This is an optimization exercise on Yosys and OpenROAD, whose aim is small area and a short achievable clock period, not a production implementation.
Function was not checked in any run shown here: the RTL went through the layout flow alone.

==> design.v <==
module square_cell #(
	parameter J = 1
)(
	input  [J:0]   r,      
	input  [J-1:0] qn,     
	input  [1:0]   b,      
	output [J+1:0] nr,
	output [J:0]   nqn
);
	wire [J+2:0] d = {r, b} + {1'b1, qn, 2'b11};
	wire ge = ~d[J+2];
	assign nqn = {qn, ~ge};
	assign nr = ge ? d[J+1:0] : {r[J-1:0], b};
endmodule
module square_cell4 #(
	parameter J = 1
)(
	input  [J:0]   r,      
	input  [J-1:0] qn,     
	input  [3:0]   b,      
	output [J+2:0] nr,
	output [J+1:0] nqn
);
	wire [J+5:0] t = {1'b0, r, b};
	wire [J+5:0] d1 = t + {3'b111, qn, 3'b111};             
	wire [J+5:0] d2 = t + {2'b11, qn, 4'b1100};             
	wire [J+5:0] d3 = t + {3'b111, qn, 3'b000} + {2'b11, qn, 4'b1111};  
	wire ge1 = ~d1[J+5];
	wire ge2 = ~d2[J+5];
	wire ge3 = ~d3[J+5];
	assign nqn = {qn, ~ge2, ~((ge1 & ~ge2) | ge3)};
	assign nr = ge3 ? d3[J+2:0] : ge2 ? d2[J+2:0] : ge1 ? d1[J+2:0] : t[J+2:0];
endmodule
module square_extractor #(
	parameter WIDTH = 32
)(
	input clk,     
	input rst_n,   
	input din_valid,
	input [2 * WIDTH - 1:0]radicand,
	output dout_valid,
	output [WIDTH - 1:0]dout,
	output [2 * WIDTH - 1:0]remainder
);
	reg [3:0] qn4;
	reg [4:0] r4;
	always @(*)
		case (radicand[63:56])
			8'd0: begin qn4 = 4'd15; r4 = 5'd0; end
			8'd1: begin qn4 = 4'd14; r4 = 5'd0; end
			8'd2: begin qn4 = 4'd14; r4 = 5'd1; end
			8'd3: begin qn4 = 4'd14; r4 = 5'd2; end
			8'd4: begin qn4 = 4'd13; r4 = 5'd0; end
			8'd5: begin qn4 = 4'd13; r4 = 5'd1; end
			8'd6: begin qn4 = 4'd13; r4 = 5'd2; end
			8'd7: begin qn4 = 4'd13; r4 = 5'd3; end
			8'd8: begin qn4 = 4'd13; r4 = 5'd4; end
			8'd9: begin qn4 = 4'd12; r4 = 5'd0; end
			8'd10: begin qn4 = 4'd12; r4 = 5'd1; end
			8'd11: begin qn4 = 4'd12; r4 = 5'd2; end
			8'd12: begin qn4 = 4'd12; r4 = 5'd3; end
			8'd13: begin qn4 = 4'd12; r4 = 5'd4; end
			8'd14: begin qn4 = 4'd12; r4 = 5'd5; end
			8'd15: begin qn4 = 4'd12; r4 = 5'd6; end
			8'd16: begin qn4 = 4'd11; r4 = 5'd0; end
			8'd17: begin qn4 = 4'd11; r4 = 5'd1; end
			8'd18: begin qn4 = 4'd11; r4 = 5'd2; end
			8'd19: begin qn4 = 4'd11; r4 = 5'd3; end
			8'd20: begin qn4 = 4'd11; r4 = 5'd4; end
			8'd21: begin qn4 = 4'd11; r4 = 5'd5; end
			8'd22: begin qn4 = 4'd11; r4 = 5'd6; end
			8'd23: begin qn4 = 4'd11; r4 = 5'd7; end
			8'd24: begin qn4 = 4'd11; r4 = 5'd8; end
			8'd25: begin qn4 = 4'd10; r4 = 5'd0; end
			8'd26: begin qn4 = 4'd10; r4 = 5'd1; end
			8'd27: begin qn4 = 4'd10; r4 = 5'd2; end
			8'd28: begin qn4 = 4'd10; r4 = 5'd3; end
			8'd29: begin qn4 = 4'd10; r4 = 5'd4; end
			8'd30: begin qn4 = 4'd10; r4 = 5'd5; end
			8'd31: begin qn4 = 4'd10; r4 = 5'd6; end
			8'd32: begin qn4 = 4'd10; r4 = 5'd7; end
			8'd33: begin qn4 = 4'd10; r4 = 5'd8; end
			8'd34: begin qn4 = 4'd10; r4 = 5'd9; end
			8'd35: begin qn4 = 4'd10; r4 = 5'd10; end
			8'd36: begin qn4 = 4'd9; r4 = 5'd0; end
			8'd37: begin qn4 = 4'd9; r4 = 5'd1; end
			8'd38: begin qn4 = 4'd9; r4 = 5'd2; end
			8'd39: begin qn4 = 4'd9; r4 = 5'd3; end
			8'd40: begin qn4 = 4'd9; r4 = 5'd4; end
			8'd41: begin qn4 = 4'd9; r4 = 5'd5; end
			8'd42: begin qn4 = 4'd9; r4 = 5'd6; end
			8'd43: begin qn4 = 4'd9; r4 = 5'd7; end
			8'd44: begin qn4 = 4'd9; r4 = 5'd8; end
			8'd45: begin qn4 = 4'd9; r4 = 5'd9; end
			8'd46: begin qn4 = 4'd9; r4 = 5'd10; end
			8'd47: begin qn4 = 4'd9; r4 = 5'd11; end
			8'd48: begin qn4 = 4'd9; r4 = 5'd12; end
			8'd49: begin qn4 = 4'd8; r4 = 5'd0; end
			8'd50: begin qn4 = 4'd8; r4 = 5'd1; end
			8'd51: begin qn4 = 4'd8; r4 = 5'd2; end
			8'd52: begin qn4 = 4'd8; r4 = 5'd3; end
			8'd53: begin qn4 = 4'd8; r4 = 5'd4; end
			8'd54: begin qn4 = 4'd8; r4 = 5'd5; end
			8'd55: begin qn4 = 4'd8; r4 = 5'd6; end
			8'd56: begin qn4 = 4'd8; r4 = 5'd7; end
			8'd57: begin qn4 = 4'd8; r4 = 5'd8; end
			8'd58: begin qn4 = 4'd8; r4 = 5'd9; end
			8'd59: begin qn4 = 4'd8; r4 = 5'd10; end
			8'd60: begin qn4 = 4'd8; r4 = 5'd11; end
			8'd61: begin qn4 = 4'd8; r4 = 5'd12; end
			8'd62: begin qn4 = 4'd8; r4 = 5'd13; end
			8'd63: begin qn4 = 4'd8; r4 = 5'd14; end
			8'd64: begin qn4 = 4'd7; r4 = 5'd0; end
			8'd65: begin qn4 = 4'd7; r4 = 5'd1; end
			8'd66: begin qn4 = 4'd7; r4 = 5'd2; end
			8'd67: begin qn4 = 4'd7; r4 = 5'd3; end
			8'd68: begin qn4 = 4'd7; r4 = 5'd4; end
			8'd69: begin qn4 = 4'd7; r4 = 5'd5; end
			8'd70: begin qn4 = 4'd7; r4 = 5'd6; end
			8'd71: begin qn4 = 4'd7; r4 = 5'd7; end
			8'd72: begin qn4 = 4'd7; r4 = 5'd8; end
			8'd73: begin qn4 = 4'd7; r4 = 5'd9; end
			8'd74: begin qn4 = 4'd7; r4 = 5'd10; end
			8'd75: begin qn4 = 4'd7; r4 = 5'd11; end
			8'd76: begin qn4 = 4'd7; r4 = 5'd12; end
			8'd77: begin qn4 = 4'd7; r4 = 5'd13; end
			8'd78: begin qn4 = 4'd7; r4 = 5'd14; end
			8'd79: begin qn4 = 4'd7; r4 = 5'd15; end
			8'd80: begin qn4 = 4'd7; r4 = 5'd16; end
			8'd81: begin qn4 = 4'd6; r4 = 5'd0; end
			8'd82: begin qn4 = 4'd6; r4 = 5'd1; end
			8'd83: begin qn4 = 4'd6; r4 = 5'd2; end
			8'd84: begin qn4 = 4'd6; r4 = 5'd3; end
			8'd85: begin qn4 = 4'd6; r4 = 5'd4; end
			8'd86: begin qn4 = 4'd6; r4 = 5'd5; end
			8'd87: begin qn4 = 4'd6; r4 = 5'd6; end
			8'd88: begin qn4 = 4'd6; r4 = 5'd7; end
			8'd89: begin qn4 = 4'd6; r4 = 5'd8; end
			8'd90: begin qn4 = 4'd6; r4 = 5'd9; end
			8'd91: begin qn4 = 4'd6; r4 = 5'd10; end
			8'd92: begin qn4 = 4'd6; r4 = 5'd11; end
			8'd93: begin qn4 = 4'd6; r4 = 5'd12; end
			8'd94: begin qn4 = 4'd6; r4 = 5'd13; end
			8'd95: begin qn4 = 4'd6; r4 = 5'd14; end
			8'd96: begin qn4 = 4'd6; r4 = 5'd15; end
			8'd97: begin qn4 = 4'd6; r4 = 5'd16; end
			8'd98: begin qn4 = 4'd6; r4 = 5'd17; end
			8'd99: begin qn4 = 4'd6; r4 = 5'd18; end
			8'd100: begin qn4 = 4'd5; r4 = 5'd0; end
			8'd101: begin qn4 = 4'd5; r4 = 5'd1; end
			8'd102: begin qn4 = 4'd5; r4 = 5'd2; end
			8'd103: begin qn4 = 4'd5; r4 = 5'd3; end
			8'd104: begin qn4 = 4'd5; r4 = 5'd4; end
			8'd105: begin qn4 = 4'd5; r4 = 5'd5; end
			8'd106: begin qn4 = 4'd5; r4 = 5'd6; end
			8'd107: begin qn4 = 4'd5; r4 = 5'd7; end
			8'd108: begin qn4 = 4'd5; r4 = 5'd8; end
			8'd109: begin qn4 = 4'd5; r4 = 5'd9; end
			8'd110: begin qn4 = 4'd5; r4 = 5'd10; end
			8'd111: begin qn4 = 4'd5; r4 = 5'd11; end
			8'd112: begin qn4 = 4'd5; r4 = 5'd12; end
			8'd113: begin qn4 = 4'd5; r4 = 5'd13; end
			8'd114: begin qn4 = 4'd5; r4 = 5'd14; end
			8'd115: begin qn4 = 4'd5; r4 = 5'd15; end
			8'd116: begin qn4 = 4'd5; r4 = 5'd16; end
			8'd117: begin qn4 = 4'd5; r4 = 5'd17; end
			8'd118: begin qn4 = 4'd5; r4 = 5'd18; end
			8'd119: begin qn4 = 4'd5; r4 = 5'd19; end
			8'd120: begin qn4 = 4'd5; r4 = 5'd20; end
			8'd121: begin qn4 = 4'd4; r4 = 5'd0; end
			8'd122: begin qn4 = 4'd4; r4 = 5'd1; end
			8'd123: begin qn4 = 4'd4; r4 = 5'd2; end
			8'd124: begin qn4 = 4'd4; r4 = 5'd3; end
			8'd125: begin qn4 = 4'd4; r4 = 5'd4; end
			8'd126: begin qn4 = 4'd4; r4 = 5'd5; end
			8'd127: begin qn4 = 4'd4; r4 = 5'd6; end
			8'd128: begin qn4 = 4'd4; r4 = 5'd7; end
			8'd129: begin qn4 = 4'd4; r4 = 5'd8; end
			8'd130: begin qn4 = 4'd4; r4 = 5'd9; end
			8'd131: begin qn4 = 4'd4; r4 = 5'd10; end
			8'd132: begin qn4 = 4'd4; r4 = 5'd11; end
			8'd133: begin qn4 = 4'd4; r4 = 5'd12; end
			8'd134: begin qn4 = 4'd4; r4 = 5'd13; end
			8'd135: begin qn4 = 4'd4; r4 = 5'd14; end
			8'd136: begin qn4 = 4'd4; r4 = 5'd15; end
			8'd137: begin qn4 = 4'd4; r4 = 5'd16; end
			8'd138: begin qn4 = 4'd4; r4 = 5'd17; end
			8'd139: begin qn4 = 4'd4; r4 = 5'd18; end
			8'd140: begin qn4 = 4'd4; r4 = 5'd19; end
			8'd141: begin qn4 = 4'd4; r4 = 5'd20; end
			8'd142: begin qn4 = 4'd4; r4 = 5'd21; end
			8'd143: begin qn4 = 4'd4; r4 = 5'd22; end
			8'd144: begin qn4 = 4'd3; r4 = 5'd0; end
			8'd145: begin qn4 = 4'd3; r4 = 5'd1; end
			8'd146: begin qn4 = 4'd3; r4 = 5'd2; end
			8'd147: begin qn4 = 4'd3; r4 = 5'd3; end
			8'd148: begin qn4 = 4'd3; r4 = 5'd4; end
			8'd149: begin qn4 = 4'd3; r4 = 5'd5; end
			8'd150: begin qn4 = 4'd3; r4 = 5'd6; end
			8'd151: begin qn4 = 4'd3; r4 = 5'd7; end
			8'd152: begin qn4 = 4'd3; r4 = 5'd8; end
			8'd153: begin qn4 = 4'd3; r4 = 5'd9; end
			8'd154: begin qn4 = 4'd3; r4 = 5'd10; end
			8'd155: begin qn4 = 4'd3; r4 = 5'd11; end
			8'd156: begin qn4 = 4'd3; r4 = 5'd12; end
			8'd157: begin qn4 = 4'd3; r4 = 5'd13; end
			8'd158: begin qn4 = 4'd3; r4 = 5'd14; end
			8'd159: begin qn4 = 4'd3; r4 = 5'd15; end
			8'd160: begin qn4 = 4'd3; r4 = 5'd16; end
			8'd161: begin qn4 = 4'd3; r4 = 5'd17; end
			8'd162: begin qn4 = 4'd3; r4 = 5'd18; end
			8'd163: begin qn4 = 4'd3; r4 = 5'd19; end
			8'd164: begin qn4 = 4'd3; r4 = 5'd20; end
			8'd165: begin qn4 = 4'd3; r4 = 5'd21; end
			8'd166: begin qn4 = 4'd3; r4 = 5'd22; end
			8'd167: begin qn4 = 4'd3; r4 = 5'd23; end
			8'd168: begin qn4 = 4'd3; r4 = 5'd24; end
			8'd169: begin qn4 = 4'd2; r4 = 5'd0; end
			8'd170: begin qn4 = 4'd2; r4 = 5'd1; end
			8'd171: begin qn4 = 4'd2; r4 = 5'd2; end
			8'd172: begin qn4 = 4'd2; r4 = 5'd3; end
			8'd173: begin qn4 = 4'd2; r4 = 5'd4; end
			8'd174: begin qn4 = 4'd2; r4 = 5'd5; end
			8'd175: begin qn4 = 4'd2; r4 = 5'd6; end
			8'd176: begin qn4 = 4'd2; r4 = 5'd7; end
			8'd177: begin qn4 = 4'd2; r4 = 5'd8; end
			8'd178: begin qn4 = 4'd2; r4 = 5'd9; end
			8'd179: begin qn4 = 4'd2; r4 = 5'd10; end
			8'd180: begin qn4 = 4'd2; r4 = 5'd11; end
			8'd181: begin qn4 = 4'd2; r4 = 5'd12; end
			8'd182: begin qn4 = 4'd2; r4 = 5'd13; end
			8'd183: begin qn4 = 4'd2; r4 = 5'd14; end
			8'd184: begin qn4 = 4'd2; r4 = 5'd15; end
			8'd185: begin qn4 = 4'd2; r4 = 5'd16; end
			8'd186: begin qn4 = 4'd2; r4 = 5'd17; end
			8'd187: begin qn4 = 4'd2; r4 = 5'd18; end
			8'd188: begin qn4 = 4'd2; r4 = 5'd19; end
			8'd189: begin qn4 = 4'd2; r4 = 5'd20; end
			8'd190: begin qn4 = 4'd2; r4 = 5'd21; end
			8'd191: begin qn4 = 4'd2; r4 = 5'd22; end
			8'd192: begin qn4 = 4'd2; r4 = 5'd23; end
			8'd193: begin qn4 = 4'd2; r4 = 5'd24; end
			8'd194: begin qn4 = 4'd2; r4 = 5'd25; end
			8'd195: begin qn4 = 4'd2; r4 = 5'd26; end
			8'd196: begin qn4 = 4'd1; r4 = 5'd0; end
			8'd197: begin qn4 = 4'd1; r4 = 5'd1; end
			8'd198: begin qn4 = 4'd1; r4 = 5'd2; end
			8'd199: begin qn4 = 4'd1; r4 = 5'd3; end
			8'd200: begin qn4 = 4'd1; r4 = 5'd4; end
			8'd201: begin qn4 = 4'd1; r4 = 5'd5; end
			8'd202: begin qn4 = 4'd1; r4 = 5'd6; end
			8'd203: begin qn4 = 4'd1; r4 = 5'd7; end
			8'd204: begin qn4 = 4'd1; r4 = 5'd8; end
			8'd205: begin qn4 = 4'd1; r4 = 5'd9; end
			8'd206: begin qn4 = 4'd1; r4 = 5'd10; end
			8'd207: begin qn4 = 4'd1; r4 = 5'd11; end
			8'd208: begin qn4 = 4'd1; r4 = 5'd12; end
			8'd209: begin qn4 = 4'd1; r4 = 5'd13; end
			8'd210: begin qn4 = 4'd1; r4 = 5'd14; end
			8'd211: begin qn4 = 4'd1; r4 = 5'd15; end
			8'd212: begin qn4 = 4'd1; r4 = 5'd16; end
			8'd213: begin qn4 = 4'd1; r4 = 5'd17; end
			8'd214: begin qn4 = 4'd1; r4 = 5'd18; end
			8'd215: begin qn4 = 4'd1; r4 = 5'd19; end
			8'd216: begin qn4 = 4'd1; r4 = 5'd20; end
			8'd217: begin qn4 = 4'd1; r4 = 5'd21; end
			8'd218: begin qn4 = 4'd1; r4 = 5'd22; end
			8'd219: begin qn4 = 4'd1; r4 = 5'd23; end
			8'd220: begin qn4 = 4'd1; r4 = 5'd24; end
			8'd221: begin qn4 = 4'd1; r4 = 5'd25; end
			8'd222: begin qn4 = 4'd1; r4 = 5'd26; end
			8'd223: begin qn4 = 4'd1; r4 = 5'd27; end
			8'd224: begin qn4 = 4'd1; r4 = 5'd28; end
			8'd225: begin qn4 = 4'd0; r4 = 5'd0; end
			8'd226: begin qn4 = 4'd0; r4 = 5'd1; end
			8'd227: begin qn4 = 4'd0; r4 = 5'd2; end
			8'd228: begin qn4 = 4'd0; r4 = 5'd3; end
			8'd229: begin qn4 = 4'd0; r4 = 5'd4; end
			8'd230: begin qn4 = 4'd0; r4 = 5'd5; end
			8'd231: begin qn4 = 4'd0; r4 = 5'd6; end
			8'd232: begin qn4 = 4'd0; r4 = 5'd7; end
			8'd233: begin qn4 = 4'd0; r4 = 5'd8; end
			8'd234: begin qn4 = 4'd0; r4 = 5'd9; end
			8'd235: begin qn4 = 4'd0; r4 = 5'd10; end
			8'd236: begin qn4 = 4'd0; r4 = 5'd11; end
			8'd237: begin qn4 = 4'd0; r4 = 5'd12; end
			8'd238: begin qn4 = 4'd0; r4 = 5'd13; end
			8'd239: begin qn4 = 4'd0; r4 = 5'd14; end
			8'd240: begin qn4 = 4'd0; r4 = 5'd15; end
			8'd241: begin qn4 = 4'd0; r4 = 5'd16; end
			8'd242: begin qn4 = 4'd0; r4 = 5'd17; end
			8'd243: begin qn4 = 4'd0; r4 = 5'd18; end
			8'd244: begin qn4 = 4'd0; r4 = 5'd19; end
			8'd245: begin qn4 = 4'd0; r4 = 5'd20; end
			8'd246: begin qn4 = 4'd0; r4 = 5'd21; end
			8'd247: begin qn4 = 4'd0; r4 = 5'd22; end
			8'd248: begin qn4 = 4'd0; r4 = 5'd23; end
			8'd249: begin qn4 = 4'd0; r4 = 5'd24; end
			8'd250: begin qn4 = 4'd0; r4 = 5'd25; end
			8'd251: begin qn4 = 4'd0; r4 = 5'd26; end
			8'd252: begin qn4 = 4'd0; r4 = 5'd27; end
			8'd253: begin qn4 = 4'd0; r4 = 5'd28; end
			8'd254: begin qn4 = 4'd0; r4 = 5'd29; end
			8'd255: begin qn4 = 4'd0; r4 = 5'd30; end
			default: begin qn4 = 4'd0; r4 = 5'd0; end
		endcase
	wire [55:0] x4 = radicand[55:0];
	reg v_s0;
	reg [3:0] qn_s0;
	reg [4:0] r_s0;
	reg [55:0] x_s0;
	always @(posedge clk or negedge rst_n)
		if (!rst_n) v_s0 <= 1'b0;
		else v_s0 <= din_valid;
	always @(posedge clk) begin qn_s0 <= qn4; r_s0 <= r4; x_s0 <= x4; end
	wire [5:0] qn6;
	wire [6:0] r6;
	square_cell4 #(.J(4)) u_step4 (.r(r_s0), .qn(qn_s0), .b(x_s0[55:52]), .nr(r6), .nqn(qn6));
	wire [51:0] x6 = x_s0[51:0];
	reg v_s1;
	reg [5:0] qn_s1;
	reg [6:0] r_s1;
	reg [51:0] x_s1;
	always @(posedge clk or negedge rst_n)
		if (!rst_n) v_s1 <= 1'b0;
		else v_s1 <= v_s0;
	always @(posedge clk) begin qn_s1 <= qn6; r_s1 <= r6; x_s1 <= x6; end
	wire [7:0] qn8;
	wire [8:0] r8;
	square_cell4 #(.J(6)) u_step6 (.r(r_s1), .qn(qn_s1), .b(x_s1[51:48]), .nr(r8), .nqn(qn8));
	wire [47:0] x8 = x_s1[47:0];
	reg v_s2;
	reg [7:0] qn_s2;
	reg [8:0] r_s2;
	reg [47:0] x_s2;
	always @(posedge clk or negedge rst_n)
		if (!rst_n) v_s2 <= 1'b0;
		else v_s2 <= v_s1;
	always @(posedge clk) begin qn_s2 <= qn8; r_s2 <= r8; x_s2 <= x8; end
	wire [9:0] qn10;
	wire [10:0] r10;
	square_cell4 #(.J(8)) u_step8 (.r(r_s2), .qn(qn_s2), .b(x_s2[47:44]), .nr(r10), .nqn(qn10));
	wire [43:0] x10 = x_s2[43:0];
	reg v_s3;
	reg [9:0] qn_s3;
	reg [10:0] r_s3;
	reg [43:0] x_s3;
	always @(posedge clk or negedge rst_n)
		if (!rst_n) v_s3 <= 1'b0;
		else v_s3 <= v_s2;
	always @(posedge clk) begin qn_s3 <= qn10; r_s3 <= r10; x_s3 <= x10; end
	wire [11:0] qn12;
	wire [12:0] r12;
	square_cell4 #(.J(10)) u_step10 (.r(r_s3), .qn(qn_s3), .b(x_s3[43:40]), .nr(r12), .nqn(qn12));
	wire [39:0] x12 = x_s3[39:0];
	reg v_s4;
	reg [11:0] qn_s4;
	reg [12:0] r_s4;
	reg [39:0] x_s4;
	always @(posedge clk or negedge rst_n)
		if (!rst_n) v_s4 <= 1'b0;
		else v_s4 <= v_s3;
	always @(posedge clk) begin qn_s4 <= qn12; r_s4 <= r12; x_s4 <= x12; end
	wire [13:0] qn14;
	wire [14:0] r14;
	square_cell4 #(.J(12)) u_step12 (.r(r_s4), .qn(qn_s4), .b(x_s4[39:36]), .nr(r14), .nqn(qn14));
	wire [35:0] x14 = x_s4[35:0];
	reg v_s5;
	reg [13:0] qn_s5;
	reg [14:0] r_s5;
	reg [35:0] x_s5;
	always @(posedge clk or negedge rst_n)
		if (!rst_n) v_s5 <= 1'b0;
		else v_s5 <= v_s4;
	always @(posedge clk) begin qn_s5 <= qn14; r_s5 <= r14; x_s5 <= x14; end
	wire [14:0] qn15;
	wire [15:0] r15;
	square_cell #(.J(14)) u_step14 (.r(r_s5), .qn(qn_s5), .b(x_s5[35:34]), .nr(r15), .nqn(qn15));
	wire [33:0] x15 = x_s5[33:0];
	reg v_s6;
	reg [14:0] qn_s6;
	reg [15:0] r_s6;
	reg [33:0] x_s6;
	always @(posedge clk or negedge rst_n)
		if (!rst_n) v_s6 <= 1'b0;
		else v_s6 <= v_s5;
	always @(posedge clk) begin qn_s6 <= qn15; r_s6 <= r15; x_s6 <= x15; end
	wire [15:0] qn16;
	wire [16:0] r16;
	square_cell #(.J(15)) u_step15 (.r(r_s6), .qn(qn_s6), .b(x_s6[33:32]), .nr(r16), .nqn(qn16));
	wire [31:0] x16 = x_s6[31:0];
	reg v_s7;
	reg [15:0] qn_s7;
	reg [16:0] r_s7;
	reg [31:0] x_s7;
	always @(posedge clk or negedge rst_n)
		if (!rst_n) v_s7 <= 1'b0;
		else v_s7 <= v_s6;
	always @(posedge clk) begin qn_s7 <= qn16; r_s7 <= r16; x_s7 <= x16; end
	wire [16:0] qn17;
	wire [17:0] r17;
	square_cell #(.J(16)) u_step16 (.r(r_s7), .qn(qn_s7), .b(x_s7[31:30]), .nr(r17), .nqn(qn17));
	wire [29:0] x17 = x_s7[29:0];
	reg v_s8;
	reg [16:0] qn_s8;
	reg [17:0] r_s8;
	reg [29:0] x_s8;
	always @(posedge clk or negedge rst_n)
		if (!rst_n) v_s8 <= 1'b0;
		else v_s8 <= v_s7;
	always @(posedge clk) begin qn_s8 <= qn17; r_s8 <= r17; x_s8 <= x17; end
	wire [17:0] qn18;
	wire [18:0] r18;
	square_cell #(.J(17)) u_step17 (.r(r_s8), .qn(qn_s8), .b(x_s8[29:28]), .nr(r18), .nqn(qn18));
	wire [27:0] x18 = x_s8[27:0];
	reg v_s9;
	reg [17:0] qn_s9;
	reg [18:0] r_s9;
	reg [27:0] x_s9;
	always @(posedge clk or negedge rst_n)
		if (!rst_n) v_s9 <= 1'b0;
		else v_s9 <= v_s8;
	always @(posedge clk) begin qn_s9 <= qn18; r_s9 <= r18; x_s9 <= x18; end
	wire [18:0] qn19;
	wire [19:0] r19;
	square_cell #(.J(18)) u_step18 (.r(r_s9), .qn(qn_s9), .b(x_s9[27:26]), .nr(r19), .nqn(qn19));
	wire [25:0] x19 = x_s9[25:0];
	reg v_s10;
	reg [18:0] qn_s10;
	reg [19:0] r_s10;
	reg [25:0] x_s10;
	always @(posedge clk or negedge rst_n)
		if (!rst_n) v_s10 <= 1'b0;
		else v_s10 <= v_s9;
	always @(posedge clk) begin qn_s10 <= qn19; r_s10 <= r19; x_s10 <= x19; end
	wire [19:0] qn20;
	wire [20:0] r20;
	square_cell #(.J(19)) u_step19 (.r(r_s10), .qn(qn_s10), .b(x_s10[25:24]), .nr(r20), .nqn(qn20));
	wire [23:0] x20 = x_s10[23:0];
	reg v_s11;
	reg [19:0] qn_s11;
	reg [20:0] r_s11;
	reg [23:0] x_s11;
	always @(posedge clk or negedge rst_n)
		if (!rst_n) v_s11 <= 1'b0;
		else v_s11 <= v_s10;
	always @(posedge clk) begin qn_s11 <= qn20; r_s11 <= r20; x_s11 <= x20; end
	wire [20:0] qn21;
	wire [21:0] r21;
	square_cell #(.J(20)) u_step20 (.r(r_s11), .qn(qn_s11), .b(x_s11[23:22]), .nr(r21), .nqn(qn21));
	wire [21:0] x21 = x_s11[21:0];
	reg v_s12;
	reg [20:0] qn_s12;
	reg [21:0] r_s12;
	reg [21:0] x_s12;
	always @(posedge clk or negedge rst_n)
		if (!rst_n) v_s12 <= 1'b0;
		else v_s12 <= v_s11;
	always @(posedge clk) begin qn_s12 <= qn21; r_s12 <= r21; x_s12 <= x21; end
	wire [21:0] qn22;
	wire [22:0] r22;
	square_cell #(.J(21)) u_step21 (.r(r_s12), .qn(qn_s12), .b(x_s12[21:20]), .nr(r22), .nqn(qn22));
	wire [19:0] x22 = x_s12[19:0];
	reg v_s13;
	reg [21:0] qn_s13;
	reg [22:0] r_s13;
	reg [19:0] x_s13;
	always @(posedge clk or negedge rst_n)
		if (!rst_n) v_s13 <= 1'b0;
		else v_s13 <= v_s12;
	always @(posedge clk) begin qn_s13 <= qn22; r_s13 <= r22; x_s13 <= x22; end
	wire [22:0] qn23;
	wire [23:0] r23;
	square_cell #(.J(22)) u_step22 (.r(r_s13), .qn(qn_s13), .b(x_s13[19:18]), .nr(r23), .nqn(qn23));
	wire [17:0] x23 = x_s13[17:0];
	reg v_s14;
	reg [22:0] qn_s14;
	reg [23:0] r_s14;
	reg [17:0] x_s14;
	always @(posedge clk or negedge rst_n)
		if (!rst_n) v_s14 <= 1'b0;
		else v_s14 <= v_s13;
	always @(posedge clk) begin qn_s14 <= qn23; r_s14 <= r23; x_s14 <= x23; end
	wire [23:0] qn24;
	wire [24:0] r24;
	square_cell #(.J(23)) u_step23 (.r(r_s14), .qn(qn_s14), .b(x_s14[17:16]), .nr(r24), .nqn(qn24));
	wire [15:0] x24 = x_s14[15:0];
	reg v_s15;
	reg [23:0] qn_s15;
	reg [24:0] r_s15;
	reg [15:0] x_s15;
	always @(posedge clk or negedge rst_n)
		if (!rst_n) v_s15 <= 1'b0;
		else v_s15 <= v_s14;
	always @(posedge clk) begin qn_s15 <= qn24; r_s15 <= r24; x_s15 <= x24; end
	wire [24:0] qn25;
	wire [25:0] r25;
	square_cell #(.J(24)) u_step24 (.r(r_s15), .qn(qn_s15), .b(x_s15[15:14]), .nr(r25), .nqn(qn25));
	wire [13:0] x25 = x_s15[13:0];
	reg v_s16;
	reg [24:0] qn_s16;
	reg [25:0] r_s16;
	reg [13:0] x_s16;
	always @(posedge clk or negedge rst_n)
		if (!rst_n) v_s16 <= 1'b0;
		else v_s16 <= v_s15;
	always @(posedge clk) begin qn_s16 <= qn25; r_s16 <= r25; x_s16 <= x25; end
	wire [25:0] qn26;
	wire [26:0] r26;
	square_cell #(.J(25)) u_step25 (.r(r_s16), .qn(qn_s16), .b(x_s16[13:12]), .nr(r26), .nqn(qn26));
	wire [11:0] x26 = x_s16[11:0];
	reg v_s17;
	reg [25:0] qn_s17;
	reg [26:0] r_s17;
	reg [11:0] x_s17;
	always @(posedge clk or negedge rst_n)
		if (!rst_n) v_s17 <= 1'b0;
		else v_s17 <= v_s16;
	always @(posedge clk) begin qn_s17 <= qn26; r_s17 <= r26; x_s17 <= x26; end
	wire [26:0] qn27;
	wire [27:0] r27;
	square_cell #(.J(26)) u_step26 (.r(r_s17), .qn(qn_s17), .b(x_s17[11:10]), .nr(r27), .nqn(qn27));
	wire [9:0] x27 = x_s17[9:0];
	reg v_s18;
	reg [26:0] qn_s18;
	reg [27:0] r_s18;
	reg [9:0] x_s18;
	always @(posedge clk or negedge rst_n)
		if (!rst_n) v_s18 <= 1'b0;
		else v_s18 <= v_s17;
	always @(posedge clk) begin qn_s18 <= qn27; r_s18 <= r27; x_s18 <= x27; end
	wire [27:0] qn28;
	wire [28:0] r28;
	square_cell #(.J(27)) u_step27 (.r(r_s18), .qn(qn_s18), .b(x_s18[9:8]), .nr(r28), .nqn(qn28));
	wire [7:0] x28 = x_s18[7:0];
	reg v_s19;
	reg [27:0] qn_s19;
	reg [28:0] r_s19;
	reg [7:0] x_s19;
	always @(posedge clk or negedge rst_n)
		if (!rst_n) v_s19 <= 1'b0;
		else v_s19 <= v_s18;
	always @(posedge clk) begin qn_s19 <= qn28; r_s19 <= r28; x_s19 <= x28; end
	wire [28:0] qn29;
	wire [29:0] r29;
	square_cell #(.J(28)) u_step28 (.r(r_s19), .qn(qn_s19), .b(x_s19[7:6]), .nr(r29), .nqn(qn29));
	wire [5:0] x29 = x_s19[5:0];
	reg v_s20;
	reg [28:0] qn_s20;
	reg [29:0] r_s20;
	reg [5:0] x_s20;
	always @(posedge clk or negedge rst_n)
		if (!rst_n) v_s20 <= 1'b0;
		else v_s20 <= v_s19;
	always @(posedge clk) begin qn_s20 <= qn29; r_s20 <= r29; x_s20 <= x29; end
	wire [29:0] qn30;
	wire [30:0] r30;
	square_cell #(.J(29)) u_step29 (.r(r_s20), .qn(qn_s20), .b(x_s20[5:4]), .nr(r30), .nqn(qn30));
	wire [3:0] x30 = x_s20[3:0];
	reg v_s21;
	reg [29:0] qn_s21;
	reg [30:0] r_s21;
	reg [3:0] x_s21;
	always @(posedge clk or negedge rst_n)
		if (!rst_n) v_s21 <= 1'b0;
		else v_s21 <= v_s20;
	always @(posedge clk) begin qn_s21 <= qn30; r_s21 <= r30; x_s21 <= x30; end
	wire [30:0] qn31;
	wire [31:0] r31;
	square_cell #(.J(30)) u_step30 (.r(r_s21), .qn(qn_s21), .b(x_s21[3:2]), .nr(r31), .nqn(qn31));
	wire [1:0] x31 = x_s21[1:0];
	reg v_s22;
	reg [30:0] qn_s22;
	reg [31:0] r_s22;
	reg [1:0] x_s22;
	always @(posedge clk or negedge rst_n)
		if (!rst_n) v_s22 <= 1'b0;
		else v_s22 <= v_s21;
	always @(posedge clk) begin qn_s22 <= qn31; r_s22 <= r31; x_s22 <= x31; end
	wire [31:0] qn32;
	wire [32:0] r32;
	square_cell #(.J(31)) u_step31 (.r(r_s22), .qn(qn_s22), .b(x_s22[1:0]), .nr(r32), .nqn(qn32));
	reg v_s23;
	reg [31:0] qn_s23;
	reg [32:0] r_s23;
	always @(posedge clk or negedge rst_n)
		if (!rst_n) v_s23 <= 1'b0;
		else v_s23 <= v_s22;
	always @(posedge clk) begin qn_s23 <= qn32; r_s23 <= r32; end
	assign dout_valid = v_s23;
	assign dout = ~qn_s23;
	assign remainder = {31'b0, r_s23};
endmodule
==> run.sh <==
#!/bin/bash
# synth_recipe.tcl (not shown) runs the flow's synth.tcl, then flattens the netlist and writes it again
# the make line also repeats each setting of config.mk as NAME=value (left out here)
make -C /OpenROAD-flow-scripts/flow DESIGN_CONFIG=/design/flow/config.mk WORK_HOME=/design/flow/orfs CLKGATE_MAP_FILE= SYNTH_SCRIPT=/design/flow/synth_recipe.tcl finish
==> config.mk <==
export PLATFORM = sky130hd
export DESIGN_NAME = square_extractor
export DESIGN_NICKNAME = square_extractor
export VERILOG_FILES = /design/flow/design.v
export SDC_FILE = /design/flow/constraint.sdc
export NUM_CORES = 8
export LEC_CHECK = 0
export ABC_AREA = 1
export CAP_MARGIN = 20
export CORE_MARGIN = 2
export CORE_UTILIZATION = 40
export CTS_CLUSTER_DIAMETER = 60
export CTS_CLUSTER_SIZE = 30
export SETUP_SLACK_MARGIN = 3
export SLEW_MARGIN = 20
==> constraint.sdc <==
create_clock -name core_clock -period 5.5 [get_ports {clk}]
set_input_delay 1.1000 -clock core_clock [delete_from_list [all_inputs] [get_ports {clk}]]
set_output_delay 1.1000 -clock core_clock [all_outputs]
set_load 0.01 [all_outputs]
==> metrics.md, run 1 <==
| Metric | Value |
|---|---|
| Status | no timing/DRC/antenna violations |
| Largest net degree at the start of global routing | 35 |
| CTS root buf | clkbuf_16 |
| Initial antenna violation count | 1 |
| Clock Path Buffers | 3 |
| Data arrival, critical path | 3.14 ns |
| Share of the synthesized area in the top cell type | 40.59% |
| RD Place Congestion | 0.9592 |
| Mapped Area | 76950 um^2 |
| Die width | 442.6 um |
| H-tree lvl count | 4 |
| Worst-path clk slew | 0.09 ns |
| Complex-gate fraction of the synthesized area | 7.967% |
| Initial DRC count | 5284 |
| Slowest-stage cell, CP | fa_1 |
| Critical Path Sink Type | register |
| Register area share after synthesis | 41.37% |
| Share of cells above drive strength 1 | 7.158% |
| Floorplan core area | 190600 um^2 |
| Crit path time final | 2.473 ns |
| Via count | 66620 |
| Skew final | 0.03744 ns |
| Yosys warning total | 1 |
| First-pass GRT wire length | 350600 um |
| ANT nets after route | 0 |
| GR Util met2 | 36.27% |
| Dpl hpwl | 178600 um |
| Synth-to-Final Area Change | 13.99% |
| Worst-Skew Late Latency | 0.81 ns |
| Largest area contributor in the netlist | dfxtp_1 |
| GRT overflow | 0 |
| Final net count | 11340 |
| CP max stage delay | 0.61 ns |
| Unrepaired setup endpoints after global routing | true |
| Die Y | 442.6 um |
| Main combinational cell family by area after synthesis | simple AND/OR/NAND/NOR gates |
| FFs w/ async S/R, synth | 1.515% |
| Most crowded layer after global routing | met2 |
| Most common cell after layout, fill and taps aside | nand2_1 |
| Slew @ Worst Pin | 0.8282 ns |
| # rows | 160 |
| Mapped Cells | 10420 |
| Met1 usage | 30.90% |
| Top delay family on crit path | compound AO/OA/AOI/OAI gates |
| DR WL/cell | 17.23 um |
| Max Cap Viol | 0 |
| Worst path required time | 6.16 ns |
| Area share of and/or/nand/nor cells after synthesis | 28.85% |
| Critical path type | reg2reg |
| Crit-path cells | inv_2 -> fa_1 -> nand2_1 -> o21ai_0 -> nand3_1 -> nand3_1 -> nand2_1 -> a21oi_2 -> a21oi_1 |
| Placed insts | 12950 |
| CP max FO | 8 |
| Commonest non-fill, non-tap cells in the layout | 3505 x nand2_1, 1460 x dfxtp_1, 1234 x inv_1 |
| CTS tree | done |
| CTS Buf Count | 135 |
| CP Launch Type | register |
| XOR/XNOR share of the synthesized area | 3.483% |
| GRT Total Usage | 22.34% |
| DRC errors left | 0 |
| Synthesized flop and latch total | 1584 |
| Min-delay worst type | in2async |
| Post-Route WL | 228600 um |
| # port buffers | 132 |
| Vias in the first global route | 62920 |
| CP bufs+invs | 1 |
| I/O pins | 164 |
| Fin util | 46.02% |
| Layout Cells excl Fill | 13270 |
| Starting Density | 40.38% |
| Netlist cell types | 57 |
| Final Hold Fails | 0 |
| Max Clk Rate | 404.3 MHz |
| Post-synth top flop | dfxtp_1 |
| Post-synthesis mux area share | 0% |
| Met3 Use GR | 2.871% |
| Syn_area_per_cell | 7.388 um^2 |
| Drt pass-1 iters | 6 |
| Slew Limit Fails | 0 |
| Post-synth EDFFs | 0 |
| Final worst path period share | 44.97% |
| Die Area | 195900 um^2 |
| Final Setup Violations | 0 |
| Setup Total Neg Slack | 0 ns |
| Worst rel slew slack | 44.62% |
| Routed vias/inst | 5.021 |
| Ranking of synthesized cells by area | dfxtp_1 41%, nand2_1 17%, ha_1 9.7% |
| Clk sinks | 1584 |
| Filler instances | 19210 |
| Adder-cell area share of the yosys netlist | 10.89% |
-- logic make-up after synthesis --
kind of cell	Yosys count
xor+xnor	306
simple gates	5357
flops	1584
fa+ha+maj	643
other cells	1
buf+inv	1405
compound gates	1120
-- path summary, 6_finish.rpt --
path / startpoint / to / slack (ns) / depth (start not counted)
worst max register to register: x_s4[38]$_DFF_P_ / r_s5[12]$_DFF_P_ / 3.03 / 9
max in group asynchronous: rst_n / v_s4$_DFF_PN0_ / 4.90 / 1
worst min-delay path: rst_n / v_s18$_DFF_PN0_ / 0.25 / 1
worst max-delay path: x_s4[38]$_DFF_P_ / r_s5[12]$_DFF_P_ / 3.03 / 9
worst min register to register: x_s0[19]$_DFF_P_ / x_s1[19]$_DFF_P_ / 0.32 / 0
min in group core_clock: x_s0[19]$_DFF_P_ / x_s1[19]$_DFF_P_ / 0.32 / 0
-- through the flow --
step	hold slack [ns]	instance area, um^2	setup WS [ns]
CTS	0.3126	86120	2.971
detailed placement	0.3121	80560	1.796
floorplan	0.3096	77060	3.094
finish	0.2493	87720	3.027
global placement	0.3097	80560	1.737
global route	0.2597	87680	2.885
-- sequential cells by signal, indices dropped and copies added (netlist names), 33 cells and up --
signal and count:
r_s23 33, x_s0 56, x_s1 52, x_s2 48
x_s3 44, x_s4 40, x_s5 36, x_s6 34
-- per-layer routing --
metal  vias to the layer above  share of wire, %  routed length (um)
li1                      33790                 -                   -
met1                     30570                47              107500
met2                      1924                45              102200
met3                       336               5.5               12500
met4                         0               2.8                6391
met5                         -                 0                   0
-- cell usage after synthesis (26+ instances only) --
cell,n
fa_1,45
nand4_1,178
nand2_2,53
nor2_1,637
dfxtp_1,1560
xor2_1,233
xnor2_1,73
a21oi_1,597
inv_1,1248
nand3_1,750
a21o_1,44
ha_1,598
o21bai_1,70
nand2_1,3547
nor3_1,81
buf_4,76
and2_1,26
o21ai_0,295
buf_2,44
-- final cells by class --
| cell class | count | area (um^2) | area share (%) |
|---|---|---|---|
| clock inverters | 100 | 1478 | 1.685 |
| repair inverters | 1 | 7.507 | 0.008559 |
| inverters | 1261 | 4751 | 5.416 |
| clock buffers | 146 | 3523 | 4.017 |
| repair buffers | 177 | 1560 | 1.779 |
| flip-flops and latches | 1584 | 31990 | 36.47 |
| diodes | 15 | 37.54 | 0.04279 |
| well taps | 2511 | 3142 | 3.582 |
| multi-input cells | 7474 | 41230 | 47.01 |
-- worst register-to-register path, delay by kind of cell, from the launching register on --
| family | cells | cell delay, ns |
|---|---|---|
| AND/OR/NAND/NOR | 4 | 0.56 |
| AO/OA/AOI/OAI | 3 | 0.63 |
| flip-flops | 1 | 0.43 |
| adder cells (fa/ha/maj) | 1 | 0.61 |
| buffers and inverters | 1 | 0.11 |
-- repair_timing --
action	CTS	global route
pin swaps	11	33
endpoints found under the hold margin	0	0
endpoints found under the setup margin	514	479
gates cloned	5	14
hold buffers	0	0
gates resized for setup	384	270
buffers inserted	17	24
==> run 2: changes to the inputs <==
--- a/config.mk
+++ b/config.mk
@@ -9,7 +9,7 @@
 export CAP_MARGIN = 20
 export CORE_MARGIN = 2
 export CORE_UTILIZATION = 40
-export CTS_CLUSTER_DIAMETER = 60
-export CTS_CLUSTER_SIZE = 30
-export SETUP_SLACK_MARGIN = 3
+export CTS_CLUSTER_DIAMETER = 250
+export CTS_CLUSTER_SIZE = 25
+export SETUP_SLACK_MARGIN = 3.05
 export SLEW_MARGIN = 20
==> metrics.md, run 2 <==
| Metric | Value |
|---|---|
| Status | no timing/DRC/antenna violations (unchanged) |
| Multi-input combinational cell area | 41760 um^2 (was 41230 um^2) |
| Final WS setup | 3.062 ns (was 3.027 ns) |
| # rows | 160 (unchanged) |
| Post-synth top flop | dfxtp_1 (unchanged) |
| Placed insts | 12950 (unchanged) |
| R2R cell count | 9 (unchanged) |
| Synthesized flop and latch total | 1584 (unchanged) |
| GRT overflow | 0 (unchanged) |
| Critical Path Sink Type | register (unchanged) |
| Max Cap Viol | 0 (unchanged) |
| Crit Reg-Reg Endpoint | r_s5[12]$_DFF_P_ (unchanged) |
| Die Area | 195900 um^2 (unchanged) |
| Drt pass-1 iters | 7 (was 6) |
| Dpl hpwl | 178600 um (unchanged) |
| Place WS | 1.796 ns (unchanged) |
| CTS root buf | clkbuf_16 (unchanged) |
| CP bufs+invs | 1 (unchanged) |
| Ranking of synthesized cells by area | dfxtp_1 41%, nand2_1 17%, ha_1 9.7% (unchanged) |
| Unrepaired setup endpoints after global routing | true (unchanged) |
| First-pass GRT wire length | 350000 um (was 350600 um) |
| WHS | 0.3087 ns (was 0.2493 ns) |
| Initial antenna violation count | 1 (unchanged) |
| Most frequent cells after synthesis | 3547 x nand2_1, 1560 x dfxtp_1, 1248 x inv_1 (unchanged) |
| Fin util | 44.82% (was 46.02%) |
| Floorplan core area | 190600 um^2 (unchanged) |
| Post-synth EDFFs | 0 (unchanged) |
| Final net count | 11320 (was 11340) |
| Top delay family on crit path | compound AO/OA/AOI/OAI gates (unchanged) |
| Starting Density | 40.38% (unchanged) |
| Largest area contributor in the netlist | dfxtp_1 (unchanged) |
| Netlist cell types | 57 (unchanged) |
| Share of cells above drive strength 1 | 6.905% (was 7.158%) |
| Syn_area_per_cell | 7.388 um^2 (unchanged) |
| Share of the synthesized area in the top cell type | 40.59% (unchanged) |
| Vias in the first global route | 62370 (was 62920) |
| # port buffers | 132 (unchanged) |
| ANT nets after route | 0 (unchanged) |
| Via count | 66120 (was 66620) |
| Final Setup Violations | 0 (unchanged) |
| Slew @ Worst Pin | 0.9783 ns (was 0.8282 ns) |
| Hold Crit Start | x_s0[19]$_DFF_P_ |
| Slowest-stage cell, CP | fa_2 (was fa_1) |
| Data arrival, critical path | 3.08 ns (was 3.14 ns) |
| Final instance area | 85420 um^2 (was 87720 um^2) |
| Setup Total Neg Slack | 0 ns (unchanged) |
| FFs w/ async S/R, synth | 1.515% (unchanged) |
| Mapped Area | 76950 um^2 (unchanged) |
| Crit-path cells | clkinvlp_4 -> fa_2 -> nand2_1 -> o21ai_0 -> nand3_1 -> nand3_1 -> nand2_1 -> a21oi_2 -> a21oi_1 (was inv_2 -> fa_1 -> nand2_1 -> o21ai_0 -> nand3_1 -> nand3_1 -> nand2_1 -> a21oi_2 -> a21oi_1) |
| Most common cell after layout, fill and taps aside | nand2_1 (unchanged) |
| DR WL/cell | 17.50 um (was 17.23 um) |
| Initial DRC count | 5448 (was 5284) |
| Worst rel slew slack | 34.69% (was 44.62%) |
| Die Y | 442.6 um (unchanged) |
| Filler instances | 19400 (was 19210) |
| CTS tree | done (unchanged) |
| DRC errors left | 0 (unchanged) |
| Layout Cells excl Fill | 13140 (was 13270) |
| Worst-path clk slew | 0.10 ns (was 0.09 ns) |
| Crit path time final | 2.438 ns (was 2.473 ns) |
| Post-Route WL | 230000 um (was 228600 um) |
| Die width | 442.6 um (unchanged) |
| Final worst path period share | 44.33% (was 44.97%) |
| CP max stage delay | 0.61 ns (about the same) |
| CTS Buf Count | 73 (was 135) |
| Worst hold stages | 0 |
| Max Clk Rate | 410.2 MHz (was 404.3 MHz) |
| Mapped Cells | 10420 (unchanged) |
| Commonest non-fill, non-tap cells in the layout | 3491 x nand2_1, 1433 x dfxtp_1, 1228 x inv_1 (was 3505 x nand2_1, 1460 x dfxtp_1, 1234 x inv_1) |
| Register area share after synthesis | 41.37% (unchanged) |
| CP max FO | 7 (was 8) |
| Synth-to-Final Area Change | 11.00% (was 13.99%) |
| Min-delay worst type | reg2reg (was in2async) |
| Register Area | 32050 um^2 (was 31990 um^2) |
| Top flop regs | x_s0 (56), x_s1 (52), x_s2 (48) (unchanged) |
| Worst path required time | 6.14 ns (was 6.16 ns) |
| CP Launch Type | register (unchanged) |
| Count leader, synth | nand2_1 (unchanged) |
| Final Hold Fails | 0 (unchanged) |
| Worst-Skew Late Latency | 0.75 ns (was 0.81 ns) |
| Yosys warning total | 1 (unchanged) |
| Routed vias/inst | 5.033 (was 5.021) |
| H-tree lvl count | 3 (was 4) |
| Largest net degree at the start of global routing | 35 (unchanged) |
| Register bank with the most flops | x_s0 (unchanged) |
| Critical path type | reg2reg (unchanged) |
| Placed cell areas | 80560 um^2 (unchanged) |
| Hold EP | x_s1[19]$_DFF_P_ |
| I/O pins | 164 (unchanged) |
| RD Place Congestion | 0.9592 (unchanged) |
| Slew Limit Fails | 0 (unchanged) |
| Largest register FFs | 56 (unchanged) |
| Clk sinks | 1584 (unchanged) |
| GRT Total Usage | 22.31% (was 22.34%) |
| Clock Path Buffers | 3 (unchanged) |
| Skew final | 0.05248 ns (was 0.03744 ns) |
| Critical R2R Launch | x_s4[38]$_DFF_P_ (unchanged) |
| Worst R2R Setup Slack | 3.06 ns (was 3.03 ns) |
-- run 2: cell types whose count changed in the layout (fill, tap and decap cells not counted), sizes merged --
cell,before,now
clkdlybuf4s15,21,0
clkbuf,148,86
nand3,768,769
nand2,3628,3638
clkinvlp,8,6
dlymetal6s2s,3,1
buf,89,132
bufinv,4,0
diode,15,12
inv,1306,1255
clkinv,44,4
-- run 2: worst reg2reg max path: cells and delay by family, from the launching register on --
kind | cells | cell delay (ns)
flip-flops | 1 | 0.41
AND/OR/NAND/NOR | 4 | 0.55
adder cells (fa/ha/maj) | 1 | 0.61
buffers and inverters | 1 | 0.15
AO/OA/AOI/OAI | 3 | 0.62
-- run 2: worst max path at each step --
| stage | start | to | slack [ns] | cells past startpoint |
|---|---|---|---|---|
| 3_3_place_gp | radicand[60] | r_s0[3]$_DFF_P_ | 1.74 | 10 |
| 5_1_grt | r_s4[0]$_DFF_P_ | r_s5[13]$_DFF_P_ | 2.94 | 13 |
| 4_1_cts | qn_s16[16]$_DFF_P_ | r_s17[26]$_DFF_P_ | 3.00 | 10 |
| 3_5_place_dp | radicand[60] | r_s0[3]$_DFF_P_ | 1.80 | 10 |
| 6_report | x_s4[38]$_DFF_P_ | r_s5[12]$_DFF_P_ | 3.06 | 9 |
| 2_1_floorplan | qn_s2[0]$_DFF_P_ | r_s3[4]$_DFF_P_ | 3.09 | 14 |
-- run 2: logic make-up (layout without fill, tap and decap cells) --
logic type,count (synthesis),in the layout,synth area share [%]
flip-flops,1584,1584,41.37
AO/OA/AOI/OAI,1120,1120,7.968
AND/OR/NAND/NOR,5357,5385,28.85
other,1,43,0.004873
XOR/XNOR,306,306,3.483
buffers and inverters,1405,1546,7.434
adder cells (fa/ha/maj),643,643,10.89
-- run 2: final cells by class --
class | count | area share, %
Multi-Input combinational cell | 7485 | 48.89
Sequential cell | 1584 | 37.53
Inverter | 1261 | 5.569
Tap cell | 2511 | 3.678
Clock buffer | 83 | 2.307
Timing Repair Buffer | 198 | 1.935
Clock inverter | 2 | 0.03809
Antenna cell | 12 | 0.03516
Timing Repair inverter | 2 | 0.01758
-- run 2: routing by layer --
| layer | track usage (%) | up-vias | wire length [um] |
|---|---|---|---|
| met5 | 0 | - | 0 |
| met1 | 31.03 | 30380 | 107900 |
| met4 | 6.344 | 0 | 6010 |
| met2 | 36.53 | 1822 | 103400 |
| met3 | 2.303 | 313 | 12650 |
| li1 | - | 33610 | - |
-- run 2: timing repair --
action                                  in CTS  in global routing
setup buffers                               18                 44
resized for setup                          493                337
pin swaps                                   20                 65
cloned                                      12                 19
endpoints found under the setup margin     538                489
hold buffers                                 0                  0

==> port drivers added, routing unchanged <==
In the flow no input, the clock included, has a driving cell. The finished layouts below were timed again as built, in two steps. Step 1 (the two cells are an assumption about what drives the block):
set clk [get_ports {clk}]
set_driving_cell -lib_cell sky130_fd_sc_hd__clkbuf_16 $clk
set_driving_cell -lib_cell sky130_fd_sc_hd__buf_2 [delete_from_list [all_inputs] $clk]
Step 2 times the ports against the registers' clock, not the clock port: input delays grow and output delays shrink by t, the midpoint of the rising clock arrivals with the driver on. Three values: ideal, step 1, step 2; two values: the first two.
run	t (ns)	setup slack, ns	worst register clock-pin slew, ns
run 1	0.877	3.027 / 2.981 / 2.333	0.10 / 0.10
run 2	0.817	3.062 / 3.034 / 2.395	0.11 / 0.11
After both steps every run listed still meets setup and hold. For run 1, which loses most, drivers alone change the setup slack by -0.046 ns; drivers and shift together by -0.694 ns.
